Source: an optimization exercise on an open RTL-to-GDS flow (aim: small area). Production flows keep margins and buffers that such runs may drop. Only simulation tests tie the RTL to the original design; equivalence was not proved. No driver is modelled on the clock port, so clock power and skew are understated where the tree is cut down; a real chip needs a root buffer or a tree.

v6:
## lab8
module lab8 (input logic [3:0] num,
        input [3:0] sel,
        input logic write, reset, clk, direction,
        output logic an0, an1, an2, an3, an4, an5, an6, an7,
        output logic segA, segB, segC, segD, segE, segF, segG);
logic [9:0] E;
always_ff @(posedge clk)
    if (reset) E <= 10'b1111110000;
    else       E <= E - 1'b1;
wire tick100 = (E[3:0] == 4'd0);
wire tick1   = tick100 & (E[9:4] == 6'b111111);
logic [1:0] r3;
logic [2:0] r5, r7;
always_ff @(posedge clk)
    if (reset) begin
        r3 <= '0; r5 <= '0; r7 <= '0;
    end else if (tick100) begin
        r3 <= (r3 == 2'd2) ? 2'd0 : r3 + 1'b1;
        r5 <= (r5 == 3'd4) ? 3'd0 : r5 + 1'b1;
        r7 <= (r7 == 3'd6) ? 3'd0 : r7 + 1'b1;
    end
logic [3:0] C;
always_ff @(posedge clk)
    if (reset)      C <= '0;
    else if (tick1) C <= C + 1'b1;
logic [3:0] Q [0:8];
wire [2:0] t8 = ~E[6:4];                         
logic [2:0] m6;                                   
always_comb
    case ({r3, t8[0]})
        3'b000: m6 = 3'd0;
        3'b001: m6 = 3'd3;
        3'b010: m6 = 3'd4;
        3'b011: m6 = 3'd1;
        3'b100: m6 = 3'd2;
        3'b101: m6 = 3'd5;
        default: m6 = 3'd0;
    endcase
  ...
Size: roughly 58 flip-flops, ~0.0027 mm2 of cells after synthesis.
export LEC_CHECK = 0
export CAP_MARGIN = 20
export CORE_MARGIN = 2
export CORE_UTILIZATION = 75
export GPL_TIMING_DRIVEN = 0
export SLEW_MARGIN = 20
create_clock -name core_clock -period 10.0 [get_ports {clk}]
standard.sh (not shown) runs the stock make flow with config.mk's settings and CLKGATE_MAP_FILE= SYNTH_SCRIPT=/design/flow/synth_recipe.tcl, a recipe that flattens the netlist after the stock synthesis.
==> flow/flow/run.sh <==
#!/bin/bash
# Own layout flow: the standard flow (standard.sh, ORFS) with
#  - synthesis through flow/synth.tcl (area-only ABC script, no adder
#    extraction, smallest drive strengths), registers unchanged;
#  - port buffers of the smallest buffer cell;
#  - a clock tree made by hand (clock.tcl): the clock port drives three
#    clock buffers, each driving a group of nearby flip-flops.
# Each step's full output goes to a log file in this folder.
set -euo pipefail
W=$(pwd)
export MYFLOW=$W/flow
sed "s#SYNTH_SCRIPT=[^ ]*#SYNTH_SCRIPT=$W/flow/synth.tcl#" standard.sh > own_standard.sh
grep -q "SYNTH_SCRIPT=$W/flow/synth.tcl" own_standard.sh
KNOBS=(
  "ADDER_MAP_FILE="
  "BUFFER_PORTS_ARGS=-buffer_cell sky130_fd_sc_hd__buf_1"
  "PRE_CTS_TCL=$W/flow/clock.tcl"
)
export MY_CLK_BUF=sky130_fd_sc_hd__clkbuf_8
export MY_CLK_GROUPS=3
bash own_standard.sh "${KNOBS[@]}" synth > log_synth.txt 2>&1
bash own_standard.sh "${KNOBS[@]}" floorplan > log_floorplan.txt 2>&1
bash own_standard.sh "${KNOBS[@]}" place > log_place.txt 2>&1
bash own_standard.sh "${KNOBS[@]}" cts > log_cts.txt 2>&1
bash own_standard.sh "${KNOBS[@]}" finish > log_finish.txt 2>&1
test -f out/final.def
==> flow/flow/clock.tcl <==
# PRE_CTS_TCL hook: the clock tree by hand. The clock port drives
# MY_CLK_GROUPS buffers of type MY_CLK_BUF, each placed at the centre of a
# group of nearby flip-flops and driving their clock pins (groups by k-means
# on the flip-flops' places). TritonCTS is then skipped; the rest of ORFS's
# CTS step (placement legalisation, timing repair) runs as usual.
set db [ord::get_db]
set block [ord::get_db_block]
set master [$db findMaster $::env(MY_CLK_BUF)]
set k $::env(MY_CLK_GROUPS)
set clknet [[$block findBTerm clk] getNet]
set sinks {}
foreach it [$clknet getITerms] {
    set loc [[$it getInst] getLocation]
    lappend sinks [list $it [lindex $loc 0] [lindex $loc 1]]
}
set sinks [lsort -real -index 1 $sinks]
set n [llength $sinks]
# start: k groups by x order, then k-means
set centres {}
for {set g 0} {$g < $k} {incr g} {
    set s [lindex $sinks [expr {int(($g + 0.5) * $n / $k)}]]
    lappend centres [list [lindex $s 1] [lindex $s 2]]
}
for {set iter 0} {$iter < 20} {incr iter} {
    set members {}
    for {set g 0} {$g < $k} {incr g} { lappend members {} }
    foreach s $sinks {
        set best 0
        set bd 1e30
        for {set g 0} {$g < $k} {incr g} {
            set c [lindex $centres $g]
            set d [expr {abs([lindex $s 1] - [lindex $c 0]) + abs([lindex $s 2] - [lindex $c 1])}]
            if {$d < $bd} { set bd $d; set best $g }
        }
        lset members $best [concat [lindex $members $best] [list $s]]
    }
    set centres {}
    for {set g 0} {$g < $k} {incr g} {
        set sx 0.0; set sy 0.0; set m [llength [lindex $members $g]]
        foreach s [lindex $members $g] { set sx [expr {$sx + [lindex $s 1]}]; set sy [expr {$sy + [lindex $s 2]}] }
        if {$m > 0} { lappend centres [list [expr {$sx / $m}] [expr {$sy / $m}]] } else { lappend centres {0 0} }
    }
}
for {set g 0} {$g < $k} {incr g} {
    set ms [lindex $members $g]
    if {[llength $ms] == 0} { continue }
    set inst [odb::dbInst_create $block $master "clkbuf_own_$g"]
    set net [odb::dbNet_create $block "clknet_own_$g"]
    $net setSigType CLOCK
    [$inst findITerm A] connect $clknet
    [$inst findITerm X] connect $net
    foreach s $ms {
        set it [lindex $s 0]
        $it disconnect
        $it connect $net
    }
    set c [lindex $centres $g]
    $inst setLocation [expr {int([lindex $c 0])}] [expr {int([lindex $c 1])}]
    $inst setPlacementStatus PLACED
    puts "clock buffer clkbuf_own_$g drives [llength $ms] flip-flops"
}
$clknet setSigType CLOCK
global_connect
rename clock_tree_synthesis ""
proc clock_tree_synthesis {args} {
    puts "TritonCTS skipped: clock tree made by hand in clock.tcl"
    set_propagated_clock [all_clocks]
}
Other scripts of this flow, unchanged in this note and not shown: flow/flow/area1.abc, flow/flow/area2.abc, flow/flow/area3.abc, flow/flow/area4.abc, flow/flow/area5.abc, flow/flow/area6.abc, flow/flow/area7.abc, flow/flow/area8.abc, flow/flow/area9.abc, flow/flow/downsize.tcl, flow/flow/synth.tcl
v6: all stages complete, timing, DRC and antenna checks passed
diff inputs: v6 => v7
-- flow/flow/run.sh --
<<< v6, line 5
#  - port buffers of the smallest buffer cell;
#  - a clock tree made by hand (clock.tcl): the clock port drives three
#    clock buffers, each driving a group of nearby flip-flops.
>>> v7, line 5
#  - port buffers of the smallest buffer cell;
#  - a clock tree made by hand (clock.tcl): the clock port drives four
#    clock buffers, each driving a group of nearby flip-flops.
<<< v6, line 19
export MY_CLK_BUF=sky130_fd_sc_hd__clkbuf_8
export MY_CLK_GROUPS=3
bash own_standard.sh "${KNOBS[@]}" synth > log_synth.txt 2>&1
>>> v7, line 19
export MY_CLK_BUF=sky130_fd_sc_hd__clkbuf_8
export MY_CLK_GROUPS=4
bash own_standard.sh "${KNOBS[@]}" synth > log_synth.txt 2>&1
==> flow/flow/area10.abc (new file) <==
strash; &get -n; &fraig -x; &put; dc2; resub -K 8 -N 2; dc2; resub -K 10 -N 2; dc2; resub -K 12 -N 2; dc2; dch -f; amap; topo
==> flow/flow/area11.abc (new file) <==
strash; &get -n; &fraig -x; &put; dc2; resub -K 8 -N 2; dc2; resub -K 10 -N 2; dc2; resub -K 12 -N 2; dc2; dch -f; amap -F 10 -A 30; topo
==> flow/flow/area12.abc (new file) <==
strash; &get -n; &fraig -x; &put; dc2; resub -K 8 -N 2; dc2; resub -K 10 -N 2; dc2; resub -K 12 -N 2; dc2; &get -n; &dch -f; &nf -R 1000; &put; &get -n; &dch -f; &nf -R 1000; &put
==> flow/flow/area13.abc (new file) <==
strash; &get -n; &fraig -x; &put; dc2; resub -K 8 -N 2; dc2; resub -K 10 -N 2; dc2; resub -K 12 -N 2; dc2; &get -n; &dch -f; &nf -R 2000 -E 100; &put
==> summary.txt <==
STATUS wire length of the first global-routing pass: v7 loses against v6. In the tables for v7 and v6, layout overhead on the synthesized area reads lower with v6. On v7: compound-cell area share of the yosys netlist is 4.3 points higher than what v6 gave. Compared to v6, the routing of v7 uses more wire. v7 has completed all stages; timing, DRC and antenna checks passed. Global-route usage delta for v7 relative to v6: 2.2 points higher. Changes observed in v7 relative to v6: fraction of layout instances using a drive strength above 1 increased by 0.27 points relative to the old numbers, design area now smaller, global routing usage on met3 neither gained nor lost much, peak per-stage delay on the critical path saw a decrease.
In every run of this note, the design's own scripts or RTL, not TritonCTS, make the clock network.

what the ideal ports hide:
The results above use ideal ports. As a check the final layouts listed here were re-extracted and re-timed, cells and wires unchanged. Step 1, drivers: a clkbuf_16 drives clk and a buf_2 each remaining input, both assumed. Step 2 moves the port delays by t, midway between the first and last clock arrival at a register: inputs arrive t later, outputs are due t later. That takes back most of the time a late clock gives input paths. Slacks: ideal ports / drivers / drivers and shift; pairs: ideal ports / drivers.
run | shift t [ns] | slack for setup (ns) | hold WS [ns] | worst slew at a driven data input, ns | cell pins on the clock port's net
v6 | 0.210 | 0.597 / 0.574 / 0.574 | 0.466 / 0.466 / 0.466 | 0.03 | 3
v7 | 0.202 | 0.627 / 0.605 / 0.605 | 0.450 / 0.450 / 0.450 | 0.03 | 4
After both steps setup and hold are still met in every run listed. The setup slack of v6, which loses most, moves by -0.023 ns with the drivers and by -0.023 ns with both steps.
